Background: an optimization exercise with open tools, aiming at a short achievable clock period and few clock cycles. Do not read the settings as production practice.
No functional check of the RTL was part of any run shown here.
Power and IR drop assume default switching activity.

--- design.v ---
module alu (
  input  [31:0] a,
  input  [31:0] op2,
  input         sub,       
  input         usec,      
  input         cflag,
  input  [1:0]  lop,       
  output [31:0] result,
  output        cout,
  output        zero);
  wire [31:0] b2 = sub ? ~op2 : op2;
  wire        cin = usec ? cflag : sub;
  wire [32:0] sum = {1'b0, a} + {1'b0, b2} + {32'b0, cin};
  reg  [31:0] lres;
  always @(*)
    case (lop)
      2'd1: lres = a & op2;
      2'd2: lres = a ^ op2;
      default: lres = a | op2;
    endcase
  assign result = (lop == 2'd0) ? sum[31:0] : lres;
  assign cout = sub ? ~sum[32] : sum[32];
  wire [31:0] hs = a ^ b2;
  wire [31:0] cy = {a[30:0] | b2[30:0], cin};
  wire zarith = &(hs ~^ cy);
  assign zero = (lop == 2'd0) ? zarith : ~|lres;
endmodule
module decode (
  input  [31:0] inst,
  output        isbr,
  output        isld,
  output        isst,
  output        use_rn,
  output        use_rm,
  output        use_rd,      
  output        wreg,        
  output [3:0]  wrd,
  output        setf,        
  output        setc,        
  output        sub,
  output        usec,
  output [1:0]  lop,
  output        zeroa,       
  output        useimm,
  output [31:0] imm);
  wire       b27 = inst[27];
  wire       b26 = inst[26];
  wire       i   = inst[25];
  wire [3:0] op  = inst[24:21];
  wire       s   = inst[20];
  wire       isdp = ~b27 & ~b26;
  wire       ismem = ~b27 & b26;
  assign isbr = b27;
  assign isld = ismem & inst[20];
  assign isst = ismem & ~inst[20];
  wire is_mov = (op == 4'd13);
  wire is_cmp = (op == 4'd10);
  wire is_and = (op == 4'd0);
  wire is_eor = (op == 4'd1);
  wire is_orr = (op == 4'd12);
  wire is_add = (op == 4'd4);
  wire is_adc = (op == 4'd5);
  wire is_sbc = (op == 4'd6);
  wire logic_op = is_and | is_eor | is_orr;
  assign use_rn = ismem | (isdp & ~is_mov);
  assign use_rm = (isdp & ~i) | (ismem & i);
  assign use_rd = isst;
  assign wreg = (isdp & ~is_cmp) | isld | (b27 & inst[24]);
  assign wrd = b27 ? 4'd14 : inst[15:12];
  assign setf = isdp & (s | is_cmp);
  assign setc = isdp & (s | is_cmp) & ~logic_op;
  assign sub = ismem ? ~inst[23] : (isdp & ~(is_add | is_adc | is_mov));
  assign usec = isdp & (is_adc | is_sbc);
  assign lop = ~isdp ? 2'd0 : is_and ? 2'd1 : is_eor ? 2'd2 : is_orr ? 2'd3 : 2'd0;
  assign zeroa = isdp & is_mov;
  assign useimm = b27 | (isdp & i) | (ismem & ~i);
  assign imm = b27 ? 32'd0 : isdp ? {{24{inst[7]}}, inst[7:0]} : {20'd0, inst[11:0]};
endmodule
module armreduced(
  input clk,
  input reset,
  output [31:0] pc,
  input [31:0] inst,
  input nIRQ,
  output [3:0] be,
  output [31:0] memaddr,
  output memwrite,
  output memread,
  output [31:0] writedata,
  input [31:0] readdata);
  localparam NB = 8;            
  localparam LB = 3;
  reg [11:2] pcf;               
  reg [31:2] p_t, p_n, a_t, a_n;
  reg        p_s, a_s;
  reg [11:2] d_lo;              
  reg [32*15-1:0] rf;           
  reg zf, cf;
  reg [NB-1:0]    bt_v;
  reg [10*NB-1:0] bt_tag;
  reg [10*NB-1:0] bt_tgt;
  reg             bu_v;         
  reg [11:2]      bu_pc, bu_tgt;
  reg        d_valid, d_pt, d_setf;
  reg [31:0] ir;
  reg        e_valid, e_ld, e_st, e_wreg, e_setf, e_setc, e_sub, e_usec;
  reg [1:0]  e_lop;
  reg [3:0]  e_cond, e_rd;
  reg [31:0] e_a, e_b, e_s;
  reg        e_fa, e_fb, e_fs;
  reg        m_wen, m_ld, m_st;
  reg [3:0]  m_rd;
  reg [31:0] m_res, m_sd;
  assign be = 4'b1111;
  assign memaddr = m_res;
  assign memwrite = m_st;
  assign memread = m_ld;
  assign writedata = m_sd;
  assign pc = {20'd0, pcf, 2'b00};
  wire [31:0] wdata = m_ld ? readdata : m_res;
  wire e_cok = (e_cond[3:1] == 3'b111) | (e_cond[0] ^ zf);
  wire e_exec = e_valid & e_cok;
  wire [31:0] ea = e_fa ? m_res : e_a;
  wire [31:0] eb = e_fb ? m_res : e_b;
  wire [31:0] es = e_fs ? wdata : e_s;
  wire [31:0] alu_res;
  wire        alu_c, alu_z;
  alu ex (.a(ea), .op2(eb), .sub(e_sub), .usec(e_usec), .cflag(cf), .lop(e_lop),
    .result(alu_res), .cout(alu_c), .zero(alu_z));
  wire e_wz = e_exec & e_setf;
  wire znext = e_wz ? alu_z : zf;    
  wire [LB-1:0] bi = pcf[LB+1:2];
  wire          bhit = bt_v[bi] & (bt_tag[bi*10 +: 10] == pcf);
  wire [11:2]   bpred = bt_tgt[bi*10 +: 10];
  wire [11:2]   pcf4 = pcf + 10'd1;
  wire          i_zk = ~(d_valid & d_setf) & ~(e_valid & e_setf);
  wire          i_taken = inst[27] & ((inst[31:29] == 3'b111) | (i_zk & (inst[28] ^ zf)));
  wire [11:2]   i_tgt = pcf + 10'd2 + inst[9:0];
  wire f_br, f_ld, f_st, f_urn, f_urm, f_urd, f_wreg, f_setf, f_setc, f_sub, f_usec, f_zeroa, f_useimm;
  wire [1:0] f_lop;
  wire [3:0] f_wrd;
  wire [31:0] f_imm;
  decode dec (.inst(ir), .isbr(f_br), .isld(f_ld), .isst(f_st), .use_rn(f_urn), .use_rm(f_urm),
    .use_rd(f_urd), .wreg(f_wreg), .wrd(f_wrd), .setf(f_setf), .setc(f_setc), .sub(f_sub),
    .usec(f_usec), .lop(f_lop), .zeroa(f_zeroa), .useimm(f_useimm), .imm(f_imm));
  wire [3:0] rn = ir[19:16];
  wire [3:0] rm = ir[3:0];
  wire [3:0] rd = ir[15:12];
  wire [4:0] sh = ir[11:7];
  wire [31:2] off = {{6{ir[23]}}, ir[23:0]};
  wire [31:2] off2 = off + 30'd2;
  wire [31:2] d_pc8 = p_s ? p_t : p_n;
  wire [31:2] d_pc4 = p_s ? (p_t - 30'd1) : (p_n - 30'd1);
  wire [31:2] d_tgt = p_s ? (p_t + off) : (p_n + off);         
  wire [31:2] d_tgt8 = p_s ? (p_t + off2) : (p_n + off2);      
  wire [31:2] d_nxt8 = p_s ? (p_t + 30'd1) : (p_n + 30'd1);    
  wire [11:2] d_lo4 = d_lo + 10'd1;
  wire [31:0] vn = (rn == 4'd15) ? {d_pc8, 2'b00} : (m_wen && m_rd == rn) ? wdata : rf[rn*32 +: 32];
  wire [31:0] vm = (rm == 4'd15) ? {d_pc8, 2'b00} : (m_wen && m_rd == rm) ? wdata : rf[rm*32 +: 32];
  wire [31:0] vd = (rd == 4'd15) ? {d_pc8, 2'b00} : (m_wen && m_rd == rd) ? wdata : rf[rd*32 +: 32];
  wire e_w = e_valid & e_wreg;
  wire e_wx = e_exec & e_wreg;   
  wire hit_n = e_w & (e_rd == rn);
  wire hit_m = e_w & (e_rd == rm);
  wire hit_d = e_w & (e_rd == rd);
  wire stall = d_valid & ((f_urn & hit_n & e_ld) | (f_urm & hit_m & (e_ld | (sh != 5'd0))));
  wire d_cok = (ir[31:29] == 3'b111) | (ir[28] ^ znext);
  wire d_taken = f_br & d_cok;
  wire d_redirect = d_valid & (d_taken != d_pt);
  integer k;
  always @(posedge clk) begin
    if (reset) begin
      pcf <= 10'd0;
      a_n <= 30'd2;
      a_s <= 1'b0;
      rf <= {(32*15){1'b0}};
      zf <= 1'b0;
      cf <= 1'b0;
      bt_v <= {NB{1'b0}};
      bu_v <= 1'b0;
      d_valid <= 1'b0;
      e_valid <= 1'b0;
      m_wen <= 1'b0;
      m_ld <= 1'b0;
      m_st <= 1'b0;
    end else begin
      if (m_wen)
        for (k = 0; k < 15; k = k + 1)
          if (m_rd == k) rf[k*32 +: 32] <= wdata;
      if (e_wz) zf <= alu_z;
      if (e_exec & e_setc) cf <= alu_c;
      m_wen <= e_exec & e_wreg;
      m_ld <= e_exec & e_ld;
      m_st <= e_exec & e_st;
      e_valid <= d_valid & ~stall & (~f_br | f_wreg);
      if (d_redirect) d_valid <= 1'b0;
      else if (!stall) d_valid <= 1'b1;
      bu_v <= d_redirect & d_taken;
      if (bu_v)
        for (k = 0; k < NB; k = k + 1)
          if (bu_pc[LB+1:2] == k) begin
            bt_v[k] <= 1'b1;
            bt_tag[k*10 +: 10] <= bu_pc;
            bt_tgt[k*10 +: 10] <= bu_tgt;
          end
      if (d_redirect) pcf <= d_taken ? d_tgt[11:2] : d_lo4;
      else if (stall) pcf <= pcf;
      else if (i_taken) pcf <= i_tgt;
      else if (bhit) pcf <= bpred;
      else pcf <= pcf4;
    end
    if (!stall) begin
      ir <= inst;
      p_t <= d_valid ? d_tgt8 : a_t;
      p_n <= d_valid ? d_nxt8 : a_n;
      d_lo <= pcf;
      p_s <= d_valid ? d_taken : a_s;
      d_pt <= i_taken | bhit;
      d_setf <= ~inst[27] & ~inst[26] & (inst[20] | (inst[24:21] == 4'd10));
    end
    if (d_valid) begin
      a_t <= d_tgt8;
      a_n <= d_nxt8;
      a_s <= d_taken;
    end
    bu_pc <= d_lo;
    bu_tgt <= d_tgt[11:2];
    m_rd <= e_rd;
    m_res <= alu_res;
    m_sd <= es;
    e_ld <= f_ld;
    e_st <= f_st;
    e_wreg <= f_wreg;
    e_setf <= f_setf;
    e_setc <= f_setc;
    e_sub <= f_sub;
    e_usec <= f_usec;
    e_lop <= f_lop;
    e_cond <= ir[31:28];
    e_rd <= f_wrd;
    e_a <= f_br ? {d_pc4, 2'b00} : f_zeroa ? 32'd0 : vn;
    e_b <= f_useimm ? f_imm : (vm << sh);
    e_s <= vd;
    e_fa <= e_wx & (e_rd == rn) & ~f_br & ~f_zeroa;
    e_fb <= e_wx & (e_rd == rm) & ~f_useimm;
    e_fs <= e_wx & (e_rd == rd);
  end
endmodule
--- flow/run.sh ---
#!/bin/bash
# Standard ORFS layout, with timing repair asked to leave extra setup margin
# so that it optimises the paths beyond what the 12 ns clock requires.
set -euo pipefail
bash standard.sh SETUP_SLACK_MARGIN=8 finish > standard.log 2>&1
--- standard.sh ---
#!/bin/bash
# synth_recipe.tcl (not shown) runs the flow's synth.tcl, then flattens the netlist and writes it again
# the make line also repeats each setting of config.mk as NAME=value (left out here)
make -C /OpenROAD-flow-scripts/flow DESIGN_CONFIG=/design/flow/config.mk WORK_HOME=/design/flow/orfs CLKGATE_MAP_FILE= SYNTH_SCRIPT=/design/flow/synth_recipe.tcl "${@:-finish}"
--- config.mk ---
export PLATFORM = sky130hd
export DESIGN_NAME = armreduced
export DESIGN_NICKNAME = armreduced
export VERILOG_FILES = /design/flow/design.v
export SDC_FILE = /design/flow/constraint.sdc
export NUM_CORES = 4
export LEC_CHECK = 0
export CAP_MARGIN = 20
export CORE_MARGIN = 2
export CORE_UTILIZATION = 40
export SLEW_MARGIN = 20
--- constraint.sdc ---
create_clock -name core_clock -period 12.0 [get_ports {clk}]
set_input_delay 2.4000 -clock core_clock [delete_from_list [all_inputs] [get_ports {clk}]]
set_output_delay 2.4000 -clock core_clock [all_outputs]
set_load 0.01 [all_outputs]
==> impl_results.md, run 1 <==
- Status: finished clean
- Synth Area per Inst: 10.4 um^2
- Cell taking the most area after synthesis: dfxtp_1
- Mapped Cells: 5779
- CTS tree: done
- DRC viols: 0
- Max Freq: 0.245 GHz
- Starting DRT DRC Count: just over 6000
- Clock slew at reported path FFs: ~0.070 ns
- Clock sinks: 1036
- Layout cells sized above 1: 0.237
- Power, Total: 11.9 mW
- Io pins: 169
- Via count: 49200
- Final GP Congestion: 0.958
- Number of global-route vias before repair: 46300
- Worst hold path cell count: 0
- Final hold viol count: 0
- Core Region: ~150000 um^2
- FF-to-FF setup slack: between 7 and 8 ns
- First-pass GRT wire length: about 320000 um
- Hold Crit Class: flip-flop to flip-flop
- Die X: 391 um
- Routed Wire Length: roughly 220000 um
- Tmin final: 4.08 ns
- Row count: 141
- Worst vdd ir: 0.000123 V
- Tot GR Track Use: 0.282
- HPWL Detailed: 135000 um
- R2r endpoint: pcf[11]$_SDFFE_PP0P_
- Max transition margin: 0.165
- Unrepaired setup endpoints after global routing: yes
- H-tree depth: 3
- Worst Hold Endpoint: e_cond[2]$_DFF_P_
- #FFs+latches synth: 1036
- Area growth from synthesis to layout: 19.5%
- Async SR Flop Fraction: 0
- Power per cell area: 167 nW/um^2
- Commonest cells post-synth: 774 x nor2_1, 740 x dfxtp_1, 523 x a211oi_1
- Sequential share of the synthesized area: 0.396
- First-pass DRT Iterations: 8
- Reg-to-reg critical path startpoint: e_fb$_DFF_P_
- Die Y: 391 um
- Worst-Margin Slew: 1.25 ns
- Pin count of the biggest net entering global routing: 114
- Final Cycle Share: 0.340
- Fin nets: 6093
- Clk Latency, worst-skew pair: 0.79 ns
- Routed Antenna Nets: 0
- Pins Over Slew Limit: 0
- Worst hold start: ir[30]$_DFFE_PN_
- CP Launch Type: flip-flop
- Worst EP required: 12.68 ns
- Post-synth top flop: dfxtp_1
- Synth warn: 2
- Die area: approximately 150000 um^2
- Area share of the largest cell type after synthesis: 0.248
- Synth top area cells: dfxtp_1 25%, edfxtp_1 15%, mux4_2 12%
- Distinct cells, synth: 99
- Critical path type: flip-flop to flip-flop
- Total gr overflow: 0
- WL per Instance: 28.2 um
- Hold buffers post-CTS: 0
- Total negative slack: 0 ns
- Antenna violations before repair: 11
- Port Buffers: 141
- Count leader, synth: nor2_1
- Worst r2r path cells: 16
- Element type at the critical path end: flip-flop
- Worst clock skew: 0.0722 ns
- Final setup fails: 0
- Clock root buffer: clkbuf_16
- EDFF count, synth: 296
- Leak pwr: 26.2 nW
- Crit path DAT: 4.76 ns
- Initial core utilization: 0.404
- Number of CTS-inserted buffers: 115
- Mapped Area: 59800 um^2
- Max-Cap Viols: 0
- Crit-path max FO: 8
- Vias per std cell: 6.25
- Clock Tree Buf Depth: 3
[through the flow]
stage | util | hold WS, ns | cells | instance area, um^2 | worst slack (ns)
final | 0.482 | 0.405 | 7863 | 71500 | 7.92
after global routing | 0.482 | 0.424 | 7862 | 71500 | 7.80
after floorplan | - | 0.369 | 5803 | 60300 | 7.43
after CTS | 0.471 | 0.403 | 7811 | 69800 | 7.91
after detailed placement | 0.425 | 0.387 | 7471 | 62900 | 6.34
after global placement | 0.425 | 0.383 | 7471 | 62900 | 6.33
[repair_timing]
item / in CTS / in global routing
setup buffers: 104 / 48
gates cloned: 20 / 3
setup endpoints to repair: 502 / 231
gates resized for setup: 469 / 260
pin swaps: 52 / 89
[worst max-delay path by stage]
stage / start / endpoint / slack (ns)
2_1_floorplan: inst[1] / pcf[11]$_SDFFE_PP0P_ / 7.43
3_3_place_gp: readdata[6] / e_b[27]$_DFF_P_ / 6.33
3_5_place_dp: readdata[6] / e_b[27]$_DFF_P_ / 6.34
4_1_cts: ir[2]$_DFFE_PN_ / p_t[29]$_DFFE_PN_ / 7.91
5_1_grt: e_fb$_DFF_P_ / pcf[11]$_SDFFE_PP0P_ / 7.80
6_report: e_fb$_DFF_P_ / pcf[11]$_SDFFE_PP0P_ / 7.92
[worst max-delay path, stage by stage, from the launching register on]
cell and delay, ns:
dfxtp_4 0.37, buf_12 0.14, clkbuf_16 0.21, mux2i_4 0.31
ha_4 0.24, a22oi_2 0.19, mux2i_4 0.13, nor4bb_4 0.39
nand4_1 0.28, o31ai_4 0.34, buf_12 0.16, mux2i_4 0.25
nand2_4 0.14, xnor2_4 0.23, buf_6 0.17, and2_4 0.15
o32ai_2 0.25
[where the power goes]
group          internal, mW  switching [mW]  leakage (nW)
registers              4.06           0.375          8.98
clock network          2.19            1.60          1.98
logic                  1.46            2.26          15.2
total                  7.71            4.23          26.2
[cell families after synthesis]
| logic type | after synthesis | share of synthesized area |
|---|---|---|
| other | 2 | 0.000125 |
| muxes | 839 | 0.213 |
| adders and majority gates | 193 | 0.0410 |
| and+or+nand+nor | 1355 | 0.0992 |
| buffers and inverters | 712 | 0.0528 |
| DFF | 1036 | 0.396 |
| AOI/OAI and AO/OA | 1392 | 0.161 |
| xor gates and xnor gates | 250 | 0.0366 |
[registers in the layout (all words and copies together) (netlist names), 8 cells and up]
register / count
rf: 480
bt_tag: 80
bt_tgt: 80
e_a: 32
e_b: 32
e_s: 32
ir: 32
m_res: 32
m_sd: 32
a_n: 30
a_t: 30
p_n: 30
p_t: 30
bu_pc: 10
bu_tgt: 10
d_lo: 10
pcf: 10
bt_v: 8
[metal layers]
layer  up-vias  track usage  share of wire
li1      21700            -              -
met1     24300        0.391           0.41
met2      2612        0.422           0.44
met3       537       0.0629           0.10
met4         6        0.122          0.045
met5         -            0        0.00020
[cell type report]
cell class,count,area (um^2)
multi-input cells,4057,35800
repair buffers,439,4650
inverters,184,723
clock inverters,58,744
well taps,1930,2410
clock buffers,158,3330
flip-flops and latches,1036,23900
diodes,1,2.50
fillers,13300,76700
[cells in the final DEF (no fill, tap or decap), types with 22 or more instances in the layout]
master	instances
a21o_1	80
nand2_1	229
buf_6	27
a21oi_1	188
o21ai_0	155
a221oi_1	42
buf_12	30
a221o_1	22
and3_1	25
dfxtp_1	692
mux4_2	318
xor2_1	77
o21ai_1	31
mux2i_1	277
clkdlybuf4s50_1	36
dfxtp_4	38
mux2i_4	65
dlygate4sd2_1	84
o211ai_1	78
mux2i_2	51
nand4_1	25
nor2_1	749
a22oi_1	49
conb_1	26
buf_4	205
a211oi_1	517
inv_1	160
xnor2_1	157
nor3_1	42
mux2_2	103
clkbuf_16	123
edfxtp_1	296
ha_1	151
nand3_1	73
==> run 2, diff against run 1 <==
==> flow/run.sh (replaced) <==
#!/bin/bash
# Standard ORFS layout, with timing repair asked to leave extra setup margin
# so that it optimises the paths beyond what the 12 ns clock requires.
set -euo pipefail
bash standard.sh SETUP_SLACK_MARGIN=10 finish > standard.log 2>&1
==> run 2 against run 1 <==
Compared with the run above:
- cell count rose by 9.4%
- worst hold slack got worse by 0.0079 ns
- combinational power rose by about 70%
- non-clock buffer count rose by 708
- highest routed layer unchanged
- clock power barely moved
- power rose by 21%
- global-route usage rose by 6.6 points
- synthesized cell count did not move
==> impl_results.md, run 2 <==
- Status: finished clean
- Area growth from synthesis to layout: 49.0%
- Element type at the critical path end: flip-flop
- Clock slew at reported path FFs: 0.06 ns (about the same)
- Filler cells: 11200 (-16%)
- Io pins: 169 (unchanged)
- Count leader, synth: nor2_1
- Synth warn: 2 (unchanged)
- Sequential share of the synthesized area: 0.396 (unchanged)
- Clock sinks: 1036 (unchanged)
- Power per cell area: 162 nW/um^2 (-3.0%)
- Max transition margin: 0.191 (+0.0266)
- Distinct cells, synth: 99 (unchanged)
- Pins Over Slew Limit: 0 (unchanged)
- Sw Pwr: 5.29 mW (+25%)
- H-tree depth: 3 (unchanged)
- Synth Area per Inst: 10.4 um^2 (unchanged)
- Commonest non-fill, non-tap cells in the layout: 718 x nor2_1, 657 x dfxtp_1, 481 x a211oi_2
- Critical path type: flip-flop to flip-flop
- Total gr overflow: 0 (unchanged)
- Pin count of the biggest net entering global routing: 65 (-43%)
- Die Y: 391 um (unchanged)
- Fin nets: 6823 (+12%)
- WL per Instance: 32.7 um (+16%)
- Initial core utilization: 0.404 (unchanged)
- Int Pwr: 9.17 mW (+19%)
- Mapped Cells: 5779 (unchanged)
- Worst clock skew: 0.101 ns (+0.0288 ns)
- Layout cells sized above 1: 0.473 (+0.236)
- Async SR Flop Fraction: 0 (unchanged)
- Max-Cap Viols: 0 (unchanged)
- Cell taking the most area after synthesis: dfxtp_1
- Power, Total: 14.5 mW (+21%)
- Final hold viol count: 0 (unchanged)
- Hold Crit Class: flip-flop to flip-flop
- Clk Latency, worst-skew pair: 0.82 ns (+0.03 ns)
- #FFs+latches synth: 1036 (unchanged)
- Commonest cells post-synth: 774 x nor2_1, 740 x dfxtp_1, 523 x a211oi_1
- Die area: 153000 um^2 (unchanged)
- CTS tree: done
- CP Launch Type: flip-flop
- Number of global-route vias before repair: 53700 (+16%)
- Clock Tree Buf Depth: 3 (unchanged)
- Via count: 56900 (+16%)
- Starting DRT DRC Count: 8493 (+40%)
- Area share of the largest cell type after synthesis: 0.248 (unchanged)
- Regs by FF count: rf x480, bt_tag x80, bt_tgt x80
- First-pass GRT wire length: 387000 um (+21%)
- Final Cycle Share: 0.344 (+0.00458)
- Slowest stage delay, CP: 0.44 ns (+0.05 ns)
- Worst-Margin Slew: 1.21 ns (-0.0399 ns)
- Leak pwr: 33.2 nW (+27%)
- Buf+Inv Stages, Crit Path: 6 (+2)
- Routed Antenna Nets: 0 (unchanged)
- Unrepaired setup endpoints after global routing: yes
- Vias per std cell: 6.61 (+5.8%)
- HPWL Detailed: 141000 um (+4.5%)
- Row count: 141 (unchanged)
- Mapped Area: 59800 um^2 (unchanged)
- Routed Wire Length: 281000 um (+27%)
- Final setup fails: 0 (unchanged)
- Clock network fraction of total power: 0.261 (-0.056)
- Antenna violations before repair: 6 (-5)
- Crit-path max FO: 7 (-1)
- Final GP Congestion: 0.959 (about the same)
- DRC viols: 0 (unchanged)
- Hold buffers post-CTS: 0 (unchanged)
- Post-synth top flop: dfxtp_1
- Top Family by Delay on Critical Path: compound AO/OA/AOI/OAI gates
- Hold WS: 0.397 ns (-0.00790 ns)
- Worst EP required: 12.63 ns (-0.05 ns)
- Max Freq: 0.242 GHz (-1.3%)
- PnR worst setup slack: 7.87 ns (-0.0550 ns)
- First-pass DRT Iterations: 9 (+1)
- Switching share of power: 0.366 (+0.0115)
- Number of CTS-inserted buffers: 113 (-1.7%)
- CP Cell Sequence: buf_12 -> buf_4 -> buf_12 -> buf_8 -> and3b_2 -> clkbuf_16 -> a221oi_2 -> a221o_1 -> nand3_2 -> a22oi_2 -> buf_4 -> o21a_1 -> mux2_2 -> mux2i_2 -> mux2_4 -> a221o_1
- Post-Place Setup Slack: 6.11 ns (-0.227 ns)
- Port Buffers: 141 (unchanged)
- Die X: 391 um (unchanged)
- Sequential share of power: 0.302 (-0.069)
- Combinational Power Share: 0.437 (+0.125)
- Tot GR Track Use: 0.349 (+0.0665)
- Worst vdd ir: 0.000143 V (+17%)
- Tmin final: 4.13 ns (+0.0550 ns)
- Synth top area cells: dfxtp_1 25%, edfxtp_1 15%, mux4_2 12%
- EDFF count, synth: 296 (unchanged)
- Clock root buffer: clkbuf_16
- Total negative slack: 0 ns (unchanged)
- Crit-path slowest cell: edfxtp_1
- Most common cell after layout, fill and taps aside: nor2_1
- Core Region: 148000 um^2 (unchanged)
- Top reg by flops: rf
- Max FFs per register: 480 (unchanged)
- Crit path DAT: 4.76 ns (about the same)
run 2: cell counts after synthesis:
Identical to the previous run, type by type.
run 2: per-layer routing:
layer,track usage,share of wire,wire (um),up-vias
met3,0.0979,0.13,37600,1154
met1,0.460,0.37,104000,28200
met4,0.219,0.079,22200,6
met2,0.502,0.42,117000,4218
li1,-,-,-,23300
met5,0,0.00021,59,-
run 2: cell families after synthesis:
group / after synthesis / share of synthesized area
compound gates: 1392 / 0.161
xor+xnor: 250 / 0.0366
fa+ha+maj: 193 / 0.0410
buf+inv: 712 / 0.0528
flops: 1036 / 0.396
mux: 839 / 0.213
other cells: 2 / 0.000125
simple gates: 1355 / 0.0992
run 2: repair_timing:
action	CTS	global route
pin swaps	240	218
gates cloned	167	16
hold endpoints to repair	0	0
setup buffers	555	188
setup endpoints to repair	1205	1170
gates resized for setup	1849	426
run 2: worst paths after layout:
path,startpoint,to,slack (ns),cells past startpoint
worst max-delay path,ir[2]$_DFFE_PN_,e_b[19]$_DFF_P_,7.87,16
worst min-delay path,ir[29]$_DFFE_PN_,e_cond[1]$_DFF_P_,0.40,0
worst max register to register,ir[2]$_DFFE_PN_,e_b[19]$_DFF_P_,7.87,16
worst min register to register,ir[29]$_DFFE_PN_,e_cond[1]$_DFF_P_,0.40,0
run 2: area by class of cell:
type / instances / area [um^2] / share of cell area
Multi-Input combinational cell: 4081 / 41800 / 0.469
Sequential cell: 1036 / 23900 / 0.268
Timing Repair Buffer: 1147 / 16200 / 0.182
Clock buffer: 153 / 3190 / 0.0358
Tap cell: 1930 / 2410 / 0.0271
Clock inverter: 61 / 791 / 0.00887
Inverter: 184 / 779 / 0.00874
Antenna cell: 7 / 17.5 / 0.000197
run 2: power groups by stage:
| stage | Sequential (mW) | Clock (mW) | Combinational, mW |
|---|---|---|---|
| floorplan | 4.37 | 0 | 2.63 |
| global placement | 4.59 | 0 | 3.41 |
| detailed placement | 4.60 | 0 | 3.46 |
| CTS | 4.35 | 3.77 | 5.66 |
| global route | 4.40 | 3.93 | 6.51 |
| finish | 4.37 | 3.77 | 6.32 |
run 2: metrics by stage:
stage | instance area [um^2] | cells | util
2_1_floorplan | 66200 | 5803 | -
3_3_place_gp | 66800 | 7448 | 0.451
3_5_place_dp | 66800 | 7451 | 0.451
4_1_cts | 85200 | 8387 | 0.575
5_1_grt | 89100 | 8592 | 0.601
6_report | 89100 | 8599 | 0.602

[what the ideal ports hide]
The results above use ideal ports. As a check the final layouts listed here were re-extracted and re-timed, cells and wires unchanged.
Step 1 assumes that a clkbuf_16 drives the clock port and a buf_2 every other input.
Step 2 adds t to the input delays and takes it off the output delays; t is the mean of the earliest and latest rising clock arrival at the registers after step 1. Input paths then give back, and output paths get back, about the clock's delay inside the block.
Slacks: no drivers / after step 1 / after step 2; pairs: no drivers / after step 1.
run	shift t [ns]	setup WS [ns]	hold slack, ns	worst setup path after step 2	worst data-port slew with drivers (ns)
run 1	0.844	7.924 / 7.924 / 7.158	0.405 / 0.405 / 0.405	input to register	0.07
run 2	0.858	7.869 / 7.869 / 7.170	0.397 / 0.397 / 0.397	input to register	0.45
After both steps every run listed still meets setup and hold. For run 1, which loses most, drivers alone change the setup slack by 0.000 ns; drivers and shift together by -0.766 ns.
